From an optimization exercise on the open Yosys and OpenROAD flow, aimed at small area; shortcuts taken in it are not production practice. Function was checked by simulation only, so behaviour that the tests miss may differ from the original. Power figures rest on the tool's default switching activity, not on a simulated workload.

==> design/flow/config.mk <==
export PLATFORM = sky130hd
export DESIGN_NAME = APB_UART
export DESIGN_NICKNAME = APB_UART
export VERILOG_FILES = /design/flow/design.v
export SDC_FILE = /design/flow/constraint.sdc
export NUM_CORES = 4
export LEC_CHECK = 0
export CAP_MARGIN = 20
export CORE_MARGIN = 2
export CORE_UTILIZATION = 40
export SLEW_MARGIN = 20
==> design/flow/constraint.sdc <==
create_clock -name core_clock -period 10.0 [get_ports {PCLK}]
set_input_delay 2.0000 -clock core_clock [delete_from_list [all_inputs] [get_ports {PCLK}]]
set_output_delay 2.0000 -clock core_clock [all_outputs]
set_load 0.01 [all_outputs]
==> design/flow/design.v <==
module APB_UART(
input         PCLK            ,  
input         PRST_N          ,  
input         PSEL            , 
input         PENABLE         ,
input         PWRITE          ,
input  [31:0] PADDR           ,
input  [31:0] PWDATA          ,
output [31:0] PRDATA          ,
output        IRQ             ,
input         Rxd_i           ,
input         ExtClk_i        ,
output        Txd_o           
);
parameter    CTRL_ADDR    = 6'b000001;
parameter    STATUS_ADDR  = 6'b000010;
parameter    SCALER_ADDR  = 6'b000100;
parameter    RHOLD_ADDR   = 6'b001000;
parameter    THOLD_ADDR   = 6'b010000;
reg    [31:0]SCALER          ;
reg          RE              ;  
reg          TE              ;  
reg          PE              ;  
reg          PS              ;  
reg          ECE             ;  
reg          ExtClkQ         ;  
reg    [31:0]ScalerCnt       ;  
reg          iIRQ            ;  
wire   [31:0]ScalerCntNext = ScalerCnt - 1'b1;
wire         Tick          = ECE ? (ExtClk_i & ~ExtClkQ) : (((ScalerCnt[31] == 1'b0) && (ScalerCntNext[31] == 1'b1)) ? 1'b1 : 1'b0);
always @(posedge PCLK or negedge PRST_N) begin
    if (!PRST_N) begin
        SCALER <= 'b0         ; 
    end
    else if(PSEL && PENABLE && PWRITE && (PADDR[5:0] == SCALER_ADDR)) begin
        SCALER <= PWDATA      ;
    end
end
always @(posedge PCLK or negedge PRST_N) begin
    if (!PRST_N) begin
        RE     <= 'b0         ; 
        TE     <= 'b0         ; 
        PE     <= 'b0         ; 
        PS     <= 'b0         ; 
        ECE    <= 'b0         ; 
    end
    else if(PSEL && PENABLE && PWRITE && (PADDR[5:0] == CTRL_ADDR)) begin
        {RE,TE,PE,PS,ECE} <= PWDATA[4:0] ;
    end
end
always @(posedge PCLK or negedge PRST_N) begin
    if (!PRST_N) begin
        ExtClkQ <= 1'b0 ;
    end
    else begin
        ExtClkQ <= ExtClk_i ;
    end
end
always @(posedge PCLK or negedge PRST_N) begin
    if (!PRST_N) begin
        ScalerCnt <= 'b0;
    end 
    else if((ScalerCnt[31] == 1'b0) && (ScalerCntNext[31] == 1'b1) ) begin
        ScalerCnt <= SCALER        ;
    end
    else begin
        ScalerCnt <= ScalerCntNext ;
    end
end
reg          StateRxIdle     ;
reg          StateRxStart    ;
reg          StateRxData     ;
reg          StateRxParity   ;
reg          StateRxStop     ;
reg          Rxd             ;
reg          RxdQ            ;
reg    [ 2:0]RxTickCnt       ; 
reg          RxTick          ;
reg          BreakReceive    ;
reg          OverRun         ;
reg          ParityErr       ;
reg          FrmErr          ;
reg    [ 7:0]RHold[7:0]      ;  
reg    [ 7:0]RShift          ;  
reg          RSEmpty         ;
reg    [ 2:0]RRAddr          ; 
reg    [ 2:0]RWAddr          ; 
reg    [ 3:0]RCnt            ;
reg          RxDataParity    ;
wire         StartRxIdle     ;
wire         StartRxStart    ;
wire         StartRxData     ;
wire         StartRxParity   ;
wire         StartRxStop     ;
wire   [ 2:0]RxTickCntNext   ;
wire         StartToggle     ;
wire         iRFifoFull      ; 
wire         iRFifoHalfFull  ; 
wire         iDataReady      ; 
assign  iRFifoFull    = (RCnt == 8) ? 1'b1 : 1'b0 ;
assign  iRFifoHalfFull= RCnt[3] | RCnt[2] ;
assign  iDataReady    = |RCnt                     ;
assign  RxTickCntNext = RxTickCnt + 1'b1  ;
assign  StartToggle   = ~Rxd & RxdQ ;
assign  StartRxIdle   = (StateRxStart & RxTick & Rxd) | (StateRxStop & RxTick) ;
assign  StartRxStart  = RE & StateRxIdle & StartToggle  ;
assign  StartRxData   = StateRxStart & RxTick & ~Rxd ;
assign  StartRxParity = PE & StateRxData & RxTick & ~RShift[0] ;
assign  StartRxStop   = (~PE & StateRxData & RxTick & ~RShift[0]) | (StateRxParity & RxTick) ;
always @(posedge PCLK or negedge PRST_N) begin
    if (!PRST_N) begin
        RxTickCnt <= 'b0 ;
    end
    else if(StartRxStart) begin
        RxTickCnt <= 3'b100    ;
    end
    else if(Tick) begin
        RxTickCnt <= RxTickCntNext ;
    end
end
always @(posedge PCLK or negedge PRST_N) begin
    if (!PRST_N) begin
        RxTick  <= 1'b0 ;
    end
    else if(StartRxStart) begin
        RxTick  <= 1'b0 ;
    end
    else begin
        RxTick  <= ((RxTickCnt[2] == 1'b1) && (RxTickCntNext[2] == 1'b0) && Tick) ? 1'b1 : 1'b0;
    end
end
reg          RxdQ1            ;
reg          RxdQ2            ;
reg          RxdFilterQ1      ;
reg          RxdFilterQ2      ;
reg          RxdFilterQ3      ;
always @(posedge PCLK or negedge PRST_N) begin
    if (!PRST_N) begin
        RxdQ1       <= 1'b0 ;
        RxdQ2       <= 1'b0 ;
        RxdFilterQ1 <= 1'b0 ;
        RxdFilterQ2 <= 1'b0 ;
        RxdFilterQ3 <= 1'b0 ;
        Rxd         <= 1'b0 ;
        RxdQ        <= 1'b0 ;
    end
    else begin
        RxdQ1       <= Rxd_i ;
        RxdQ2       <= RxdQ1 ;
        if(Tick) begin
            RxdFilterQ1 <= RxdQ2       ;
            RxdFilterQ2 <= RxdFilterQ1 ;
            RxdFilterQ3 <= RxdFilterQ2 ;
        end
        Rxd         <= (RxdFilterQ3 & RxdFilterQ2) | (RxdFilterQ3 & RxdFilterQ1) | (RxdFilterQ2 & RxdFilterQ1) ;
        RxdQ        <= Rxd  ;
    end
end
always @(posedge PCLK or negedge PRST_N) begin
    if (!PRST_N) begin
        StateRxIdle    <= 1'b1  ;
        StateRxStart   <= 1'b0  ;
        StateRxData    <= 1'b0  ;
        StateRxParity  <= 1'b0  ;
        StateRxStop    <= 1'b0  ;
    end
    else begin
        if(StartRxStart)     StateRxIdle <= 1'b0  ;
        else if(StartRxIdle) StateRxIdle <= 1'b1  ;
        if(StartRxIdle | StartRxData) StateRxStart <= 1'b0  ;
        else if(StartRxStart)         StateRxStart <= 1'b1  ;
        if(StartRxParity | StartRxStop) StateRxData <= 1'b0 ;
        else if(StartRxData)            StateRxData <= 1'b1 ;
        if(StartRxStop)        StateRxParity <= 1'b0  ;
        else if(StartRxParity) StateRxParity <= 1'b1  ;
        if(StartRxIdle)        StateRxStop <= 1'b0 ;
        else if(StartRxStop)   StateRxStop <= 1'b1 ;
    end
end
integer      i               ;
always @(posedge PCLK or negedge PRST_N) begin
    if (!PRST_N) begin
        RWAddr     <= 3'b0 ;
        for(i = 0; i < 8; i = i + 1) begin
            RHold[i] <= 'b0;
        end
    end
    else if((StateRxIdle & ~RSEmpty & ~iRFifoFull) | (StateRxStop & RxTick & Rxd & ~RxDataParity & ~RSEmpty & ~iRFifoFull)) begin
        RHold[RWAddr] <= RShift  ;
        RWAddr      <= RWAddr + 1'b1 ;
    end
end
always @(posedge PCLK or negedge PRST_N) begin
    if (!PRST_N) begin
        RCnt <= 4'b0 ;
    end
    else if((StateRxIdle & ~RSEmpty & ~iRFifoFull) | (StateRxStop & RxTick & Rxd & ~RxDataParity & ~RSEmpty & ~iRFifoFull)) begin
        RCnt <= RCnt + 1'b1 ;
    end
    else if(PSEL && PENABLE && ~PWRITE && (PADDR[5:0] == RHOLD_ADDR) && (|RCnt)) begin
        RCnt <= RCnt - 1'b1 ;
    end
end
always @(posedge PCLK or negedge PRST_N) begin
    if (!PRST_N) begin
        RRAddr <= 'b0 ;
    end
    else if(PSEL && PENABLE && ~PWRITE && (PADDR[5:0] == RHOLD_ADDR) && (|RCnt)) begin
        RRAddr <= RRAddr + 1'b1 ;
    end
end
always @(posedge PCLK or negedge PRST_N) begin
    if (!PRST_N) begin
        RShift       <= 8'b0 ;
        RSEmpty      <= 1'b1 ;
        RxDataParity <= 1'b0;
    end
    else begin
        case({StateRxStop, StateRxParity, StateRxData, StateRxStart, StateRxIdle})
            5'b00001 : begin
                if(~RSEmpty & ~iRFifoFull) begin
                    RSEmpty      <= 1'b1 ;
                end
                if(StartRxStart) begin
                    RSEmpty      <= 1'b0  ;
                    RShift       <= 8'hFF ;
                    RxDataParity <= PS    ;
                end
            end
            5'b00010 : begin
                if(RxTick) begin
                    RShift <= {Rxd, RShift[7:1]} ;
                end
                if(StartRxIdle) begin
                    RSEmpty <= 1'b1 ;
                end
            end
            5'b00100 : begin
                if(RxTick) begin
                    RShift <= {Rxd, RShift[7:1]} ;
                    RxDataParity <= RxDataParity ^ Rxd ;
                end
            end
            5'b01000 : begin
                if(RxTick) begin
                    RxDataParity <= RxDataParity ^ Rxd ;
                end
            end
            5'b10000 : begin
                if(RxTick) begin
                    if(Rxd) begin
                        if(~RxDataParity & ~iRFifoFull) begin
                            RSEmpty <= 1'b1 ;
                        end
                    end
                    else begin
                        RSEmpty <= 1'b1 ;
                        RShift  <= 8'b0 ;
                    end
                end
            end
        endcase
    end
end
always @(posedge PCLK or negedge PRST_N) begin
    if (!PRST_N) begin
        FrmErr       <= 1'b0;
        BreakReceive <= 1'b0 ;
        OverRun      <= 1'b0;
        ParityErr    <= 1'b0;
    end
    else if(PSEL && PENABLE && PWRITE && (PADDR[5:0] == STATUS_ADDR)) begin
        {FrmErr, BreakReceive, OverRun, ParityErr} <= PWDATA[3:0] ;
    end
    else begin
        if((StateRxStop & RxTick & ~Rxd) & |RShift) begin
            FrmErr <= 1'b1 ;
        end
        if((StateRxStop & RxTick & ~Rxd) & ~(|RShift)) begin
            BreakReceive <= 1'b1 ;
        end
        if(StateRxIdle & StartToggle & ~RSEmpty) begin
            OverRun <= 1'b1 ;
        end
        if((StateRxStop & RxTick & Rxd) & (ParityErr | RxDataParity)) begin
            ParityErr <= 1'b1 ;
        end
    end
end
reg    [ 7:0]THold[7:0]      ;  
reg    [10:0]TShift          ;  
reg          TSEmpty         ;
reg          TxDataParity    ;
reg    [ 2:0]TWAddr          ; 
reg    [ 2:0]TRAddr          ; 
reg    [ 3:0]TCnt            ;
reg    [ 2:0]TxTickCnt       ; 
reg          TxTick          ;
reg          StateTxIdle     ;
reg          StateTxData     ;
reg          StateTxParity   ;
reg          StateTxStop     ;
wire         StartTxIdle     ;
wire         StartTxData     ;
wire         StartTxParity   ;
wire         StartTxStop     ;
wire   [ 2:0]TxTickCntNext   ;
wire         iTFifoHalfFull  ;
wire         iTFifoFull      ;
wire         iTHEmpty        ;
assign  TxTickCntNext  = TxTickCnt + 1'b1  ;
assign  iTFifoFull     = (TCnt == 8) ? 1'b1 : 1'b0 ;
assign  iTFifoHalfFull = TCnt[3] | TCnt[2] ;
assign  iTHEmpty       = ~(|TCnt)  ;
always @(posedge PCLK or negedge PRST_N) begin
    if (!PRST_N) begin
        TxTickCnt <= 'b0 ;
    end
    else if(StartTxData) begin
        TxTickCnt <= {2'b00,Tick} ;
    end
    else if(Tick) begin
        TxTickCnt <= TxTickCntNext ;
    end
end
always @(posedge PCLK or negedge PRST_N) begin
    if (!PRST_N) begin
        TxTick <= 1'b0 ;
    end
    else if(StartTxData) begin
        TxTick <= 1'b0 ;
    end
    else begin
        TxTick <= ((TxTickCnt[2] == 1'b1) && (TxTickCntNext[2] == 1'b0) && Tick) ? 1'b1 : 1'b0;
    end
end
assign       StartTxIdle   = (StateTxStop & TxTick) ? 1'b1 : 1'b0 ;
assign       StartTxData   = (StateTxIdle & TE & ~iTHEmpty & TxTick) ? 1'b1 : 1'b0 ;
assign       StartTxParity = (StateTxData && TShift[10:1] == 10'b11_1111_1110 && TxTick && PE) ? 1'b1 : 1'b0 ;
assign       StartTxStop   = ((StateTxData && TShift[10:1] == 10'b11_1111_1110 && TxTick && ~PE) | (StateTxParity & TxTick)) ? 1'b1 : 1'b0 ;
always @(posedge PCLK or negedge PRST_N) begin
    if (!PRST_N) begin
        StateTxIdle    <= 1'b1 ;
        StateTxData    <= 1'b0 ;
        StateTxParity  <= 1'b0 ;
        StateTxStop    <= 1'b0 ;
    end
    else begin
        if(StartTxData)       StateTxIdle <= 1'b0 ;
        else if(StartTxIdle)  StateTxIdle <= 1'b1 ;
        if(StartTxParity | StartTxStop) StateTxData <= 1'b0 ;
        else if(StartTxData)            StateTxData <= 1'b1 ;
        if(StartTxStop)       StateTxParity <= 1'b0 ;
        else if(StartTxParity)StateTxParity <= 1'b1 ;
        if(StartTxIdle)       StateTxStop   <= 1'b0 ;
        else if(StartTxStop)  StateTxStop   <= 1'b1 ;
    end
end
always @(posedge PCLK or negedge PRST_N) begin
    if (!PRST_N) begin
        TWAddr     <= 3'b0 ;
        for(i = 0; i < 8; i = i + 1)  begin
            THold[i] <= 8'b0 ;
        end
    end
    else if(PSEL && PENABLE && PWRITE && (PADDR[5:0] == THOLD_ADDR) && ~iTFifoFull) begin
        THold[TWAddr] <= PWDATA[7:0] ;
        TWAddr        <= TWAddr + 1'b1 ;
    end
end
always @(posedge PCLK or negedge PRST_N) begin
    if (!PRST_N) begin
        TRAddr <= 3'b0 ;
    end
    else if(StartTxData) begin
        TRAddr <= TRAddr + 1'b1 ;
    end
end
always @(posedge PCLK or negedge PRST_N) begin
    if (!PRST_N) begin
        TCnt <= 4'b0 ;
    end
    else if(PSEL && PENABLE && PWRITE && (PADDR[5:0] == THOLD_ADDR) && ~iTFifoFull) begin
        TCnt <= TCnt + 1'b1 ;
    end
    else if(StartTxData) begin
        TCnt <= TCnt - 1'b1 ;
    end
end
always @(posedge PCLK or negedge PRST_N) begin
    if (!PRST_N) begin
        TShift       <= 11'b111_1111_1111 ;
        TSEmpty      <= 1'b1 ;
        TxDataParity <= 1'b0 ;
    end
    else begin
        case({StateTxStop, StateTxParity, StateTxData, StateTxIdle})
            4'b0001 : begin
                TSEmpty      <= 1'b1 ;
                if(StartTxData) begin
                    TSEmpty      <= 1'b0 ;
                    TxDataParity <= PS ;
                    TShift       <= {2'b10,THold[TRAddr],1'b0} ;
                end
            end
            4'b0010 : begin
                if(TxTick) begin
                    TShift       <= {1'b1, TShift[10:1]} ;
                    TxDataParity <= TxDataParity ^ TShift[1];
                end
                if(StartTxParity) begin
                    TShift[0]    <= TxDataParity ;
                end
                else if(StartTxStop) begin
                    TShift[0]    <= 1'b1         ;
                end
            end
            4'b0100 : begin
                if(TxTick) begin
                    TShift       <= {1'b1, TShift[10:1]} ;
                end
            end
            4'b1000 : begin
                if(TxTick) begin
                    TShift       <= {1'b1, TShift[10:1]} ;
                end
            end
        endcase
    end
end
reg          Txd             ;
always @(posedge PCLK or negedge PRST_N) begin
    if (!PRST_N) begin
        Txd  <= 1'b0 ;
    end
    else begin
        Txd <= TShift[0] ;
    end
end
reg    [31:0]iPRDATA         ;
always @(*) begin
    iPRDATA = 32'b0 ;
    if(PSEL && PENABLE && ~PWRITE) begin
        case(PADDR[5:0])
            CTRL_ADDR   : begin 
                iPRDATA = {27'b0,RE,TE,PE,PS,ECE}  ;
            end
            STATUS_ADDR : begin 
                iPRDATA =  {28'b0, FrmErr, BreakReceive, OverRun, ParityErr}  ;
            end
            SCALER_ADDR : begin 
                iPRDATA = SCALER  ;
            end
            RHOLD_ADDR  : begin 
                iPRDATA = {24'b0, RHold[RRAddr]} ;
            end
            default     : begin
                iPRDATA = 32'b0 ;
            end
        endcase
    end
    else begin
        iPRDATA = 32'b0 ;
    end
end
always @(posedge PCLK or negedge PRST_N) begin
    if (!PRST_N) begin
        iIRQ <= 1'b0 ;
    end
    else begin
        iIRQ <= iRFifoFull | iTFifoFull | (StateRxStop & RxTick) ;
    end
end
assign       PRDATA = iPRDATA ;
assign       Txd_o  = Txd     ;
assign       IRQ    = iIRQ    ;
endmodule
==> design/flow/run.sh <==
#!/bin/bash
# synth_recipe.tcl (not shown) runs the flow's synth.tcl, then flattens the netlist and writes it again
# the make line also repeats each setting of config.mk as NAME=value (left out here)
make -C /OpenROAD-flow-scripts/flow DESIGN_CONFIG=/design/flow/config.mk WORK_HOME=/design/flow/orfs CLKGATE_MAP_FILE= SYNTH_SCRIPT=/design/flow/synth_recipe.tcl finish
==> flow_summary.toml <==
[run_status]
outcome = "no timing/DRC/antenna violations"

[hold_path]
hp-start = "RxdQ1"
hp-class = "reg2reg"

[floorplanning]
placementRows = 65
die_w_um = 184
dieHeight_um = 184
core_sq_um = 31800
ios = 105
start_util_pct = 40.8
dieArea_sq_um = 33900

[yosys]
yosysWarnings = 3
async_flop_share_pct = 100
ys_ff_latch = 269
synth_cells = 1118
synth_edf_count = 0
synth_area_sq_um = 13000
yosysSeqAreaShare_pct = 52.0
synth_nets = 1226
avgSynthCellArea_sq_um = 11.6
synth_cell_type_count = 70
synth_top_flop_cell = "dfrtp_1"

[cts]
cts_setup_buffers = 0
numCtsBuffers = 30
htreeDepth = 1
cts_num_sinks = 269
clkTransAtPathRegs_ps = 60
cts_tree = "built"
ctsResizeCount = 0
cts-root-buf = "clkbuf_16"
insertion_delay_ps = 560
clockBufferDepth = 3
cts_hold_buffers = 0

[cells_and_area]
nets = 1281
regArea_sq_um = 6750
drive_gt1_share_pct = 23.1
fillerInstances = 2855
multi_input_area_sq_um = 5870
area_growth_pct = 16.8
antenna_cells = 0

[placement]
place_hpwl_mm = 20.0
io_buffers = 78
place.gp.congestion = 0.763
preCtsSetupSlack_ps = 3240

[setup_path]
crit_path_max_fanout = 5
cp-start-kind = "input port"
critical_path.cell_chain = "clkdlybuf4s50_1, or4_4, nor3b_1, a22oi_1, a31oi_1, clkdlybuf4s50_1"
critical_path_required_ps = 8000
path_buf_inv = 2
worstPathArrival_ps = 4790
slowest_delay_ps = 690
rr_startpoint = "ScalerCnt[12]"
path_class = "in2out"
crit_path_start = "PADDR[3]"
endpoint_kind = "output pin"
slowest_stage = "nor3b_1"
crit_top_cell = "clkdlybuf4s50_1"
cp_top_family = "simple AND/OR/NAND/NOR gates"

[global_route]
track_usage_pct = 17.8
antenna_found_initial = 0
grt_pass1_wl_mm = 48.2
grt_start_max_net_pins = 163
grt_pass1_vias = 8879
gr-total-overflow = 0

[power_and_ir_drop]
p_leak_uw = 0.00675
power.total_uw = 2620
ir_worst_vdd_uv = 145
p_per_area_nw_per_um2 = 173

[timing]
hold_viol = 0
period_share_pct = 67.9
max_freq_ghz = 0.147
relSlewSlack_pct = 31.4
setup_slack_ps = 3210
final.setup_skew_ps = 23.7
fin_tns_setup_ps = 0
rsz0062_at_grt = "no"
setup_violations = 0
maxSlewViolCount = 0
fin_crit_ps = 6790
worst_pin_slew_ps = 1030

[drt]
ant_nets = 0
wire_per_inst_um = 18.3
drc = 0
detail_route.vias_per_cell = 5.33
num_vias = 8703
dr.pass1.iters = 8
drt_iter0_drc = 545
wl_mm = 29.9

[job]
maxCapViolCount = 0
state kept, by name (all words and copies together) (netlist names), 4 cells and up:
register and cells:
RHold 64, TCnt 4, SCALER 32, RCnt 4, ScalerCnt 32, TShift 10
RShift 8, THold 64
layout by cell type (no fill, tap or decap), types with 16 or more instances in the layout:
cell             count
xor2_1              24
xnor2_1             19
nand2_1            115
mux2_2             186
ha_1                34
a222oi_1            16
and2_1              31
inv_1               30
dfrtp_1            256
a21oi_1             28
nor2_1              49
a31oi_1             16
clkbuf_16           30
o21ai_0             32
clkdlybuf4s50_1     77
per-layer routing:
| metal | routed length, um | global-route usage [%] | vias up |
|---|---|---|---|
| met5 | 0 | 0 | - |
| met4 | 697 | 4.54 | 0 |
| met3 | 1070 | 2.31 | 45 |
| met2 | 14200 | 30.1 | 164 |
| met1 | 13900 | 24.2 | 4359 |
| li1 | - | - | 4135 |
worst reg2reg max path, cell delays in order, from the launching register on:
cell and delay [ps]:
dfrtp_1 400, or4_4 600, nor4b_4 290, buf_4 220, nand3_2 100, nor3_1 250, ha_2 230, buf_4 460
inv_1 210, o21ai_1 750, mux2_2 420
path summary, 6_finish.rpt:
kind                       cells past startpoint  slack (ps)     endpoint
setup / recovery                               6        3210    PRDATA[2]
hold / removal                                 0         350        RxdQ2
setup reg to reg                              10        5950  RxdFilterQ2
hold reg to reg                                0         350        RxdQ2
max in group asynchronous                      2        7140  THold[4][4]
min in group asynchronous                      1        1450  RxdFilterQ3
synth_stat cells (5+ instances only):
cell type  count  area, sq um
dfrtp_1      256         6410
clkbuf_1      47          176
dfstp_2       13          342
a2bb2oi_1      8         70.1
mux2_2       186         2090
a21o_1         5         37.5
mux2i_1        5         50.1
a222oi_1      16          160
a22oi_1        8         60.1
o21ai_0       32          160
nand3_1       13         65.1
nand3b_1       6         45.0
a221oi_1       6         52.6
buf_2          8         40.0
a21oi_1       28          140
nand4b_1       6         52.6
xnor2_1       19          166
nand2_1      115          432
nor2_1        49          184
o21ai_1       13         65.1
a22o_1        10         87.6
xor2_1        24          210
and2_1        31          194
and3_1         6         37.5
inv_1         30          113
buf_1          5         18.8
ha_1          35          438
o211ai_1      15          113
nor3_1         9         45.0
nor2b_1        5         31.3
nand4_1       15         93.8
a31oi_1       16          100
nor4_1        10         62.6
final cells by class:
| class | count | share of cell area (%) |
|---|---|---|
| inverter | 30 | 0.743 |
| clock inverter | 11 | 0.933 |
| multi-input combinational | 756 | 38.7 |
| sequential | 269 | 44.5 |
| timing repair buffer | 86 | 5.66 |
| tap | 435 | 3.59 |
| clock buffer | 45 | 5.85 |
cell families (layout without fill, tap and decap cells):
family	count (synthesis)	after routing	share of synthesized area (%)
AO/OA/AOI/OAI	182	182	9.69
AND/OR/NAND/NOR	302	302	12.3
buffers and inverters	93	172	2.85
XOR/XNOR	43	43	2.90
adder cells (fa/ha/maj)	38	38	3.76
flip-flops	269	269	52.0
multiplexers	191	191	16.5
stage by stage:
| step | utilization, % | cell area, sq um | cells | hold WS [ps] |
|---|---|---|---|---|
| 4_1_cts | 47.7 | 15200 | 1632 | 357 |
| 6_report | 47.7 | 15200 | 1632 | 353 |
| 5_1_grt | 47.7 | 15200 | 1632 | 370 |
| 3_3_place_gp | 44.4 | 14100 | 1576 | 333 |
| 2_1_floorplan | - | 13000 | 1118 | 331 |
| 3_5_place_dp | 44.4 | 14100 | 1576 | 343 |
where the power goes:
part	switching [uW]	leakage, uW	total [uW]	internal, uW
sequential	81.3	0.00359	1260	1170
clock	446	0.000512	1130	688
combinational	113	0.00265	225	112
total	641	0.00675	2620	1970

port drivers added, routing unchanged:
No port has a modelled driver above. Below, the same layout with a new extraction and two added sets of constraints.
Step 1 sets driving cells, clkbuf_16 on the clock port and buf_2 on the other inputs (assumed; they add their load-dependent delay and slew).
Step 2 moves the port delays by t, midway between the first and last clock arrival at a register: inputs arrive t later, outputs are due t later. That takes back most of the time a late clock gives input paths.
a / b / c = ideal ports / drivers / drivers and shift; a / b = the first two.
shift t [ns]: 0.595
setup slack, ns: 3.206 / 3.183 / 3.183
worst hold slack (ns): 0.353 / 0.353 / 0.353
worst slew at a driven data input, ns: 0.06
After both steps setup and hold are still met in this run. The setup slack of this run moves by -0.023 ns with the drivers and by -0.023 ns with both steps.
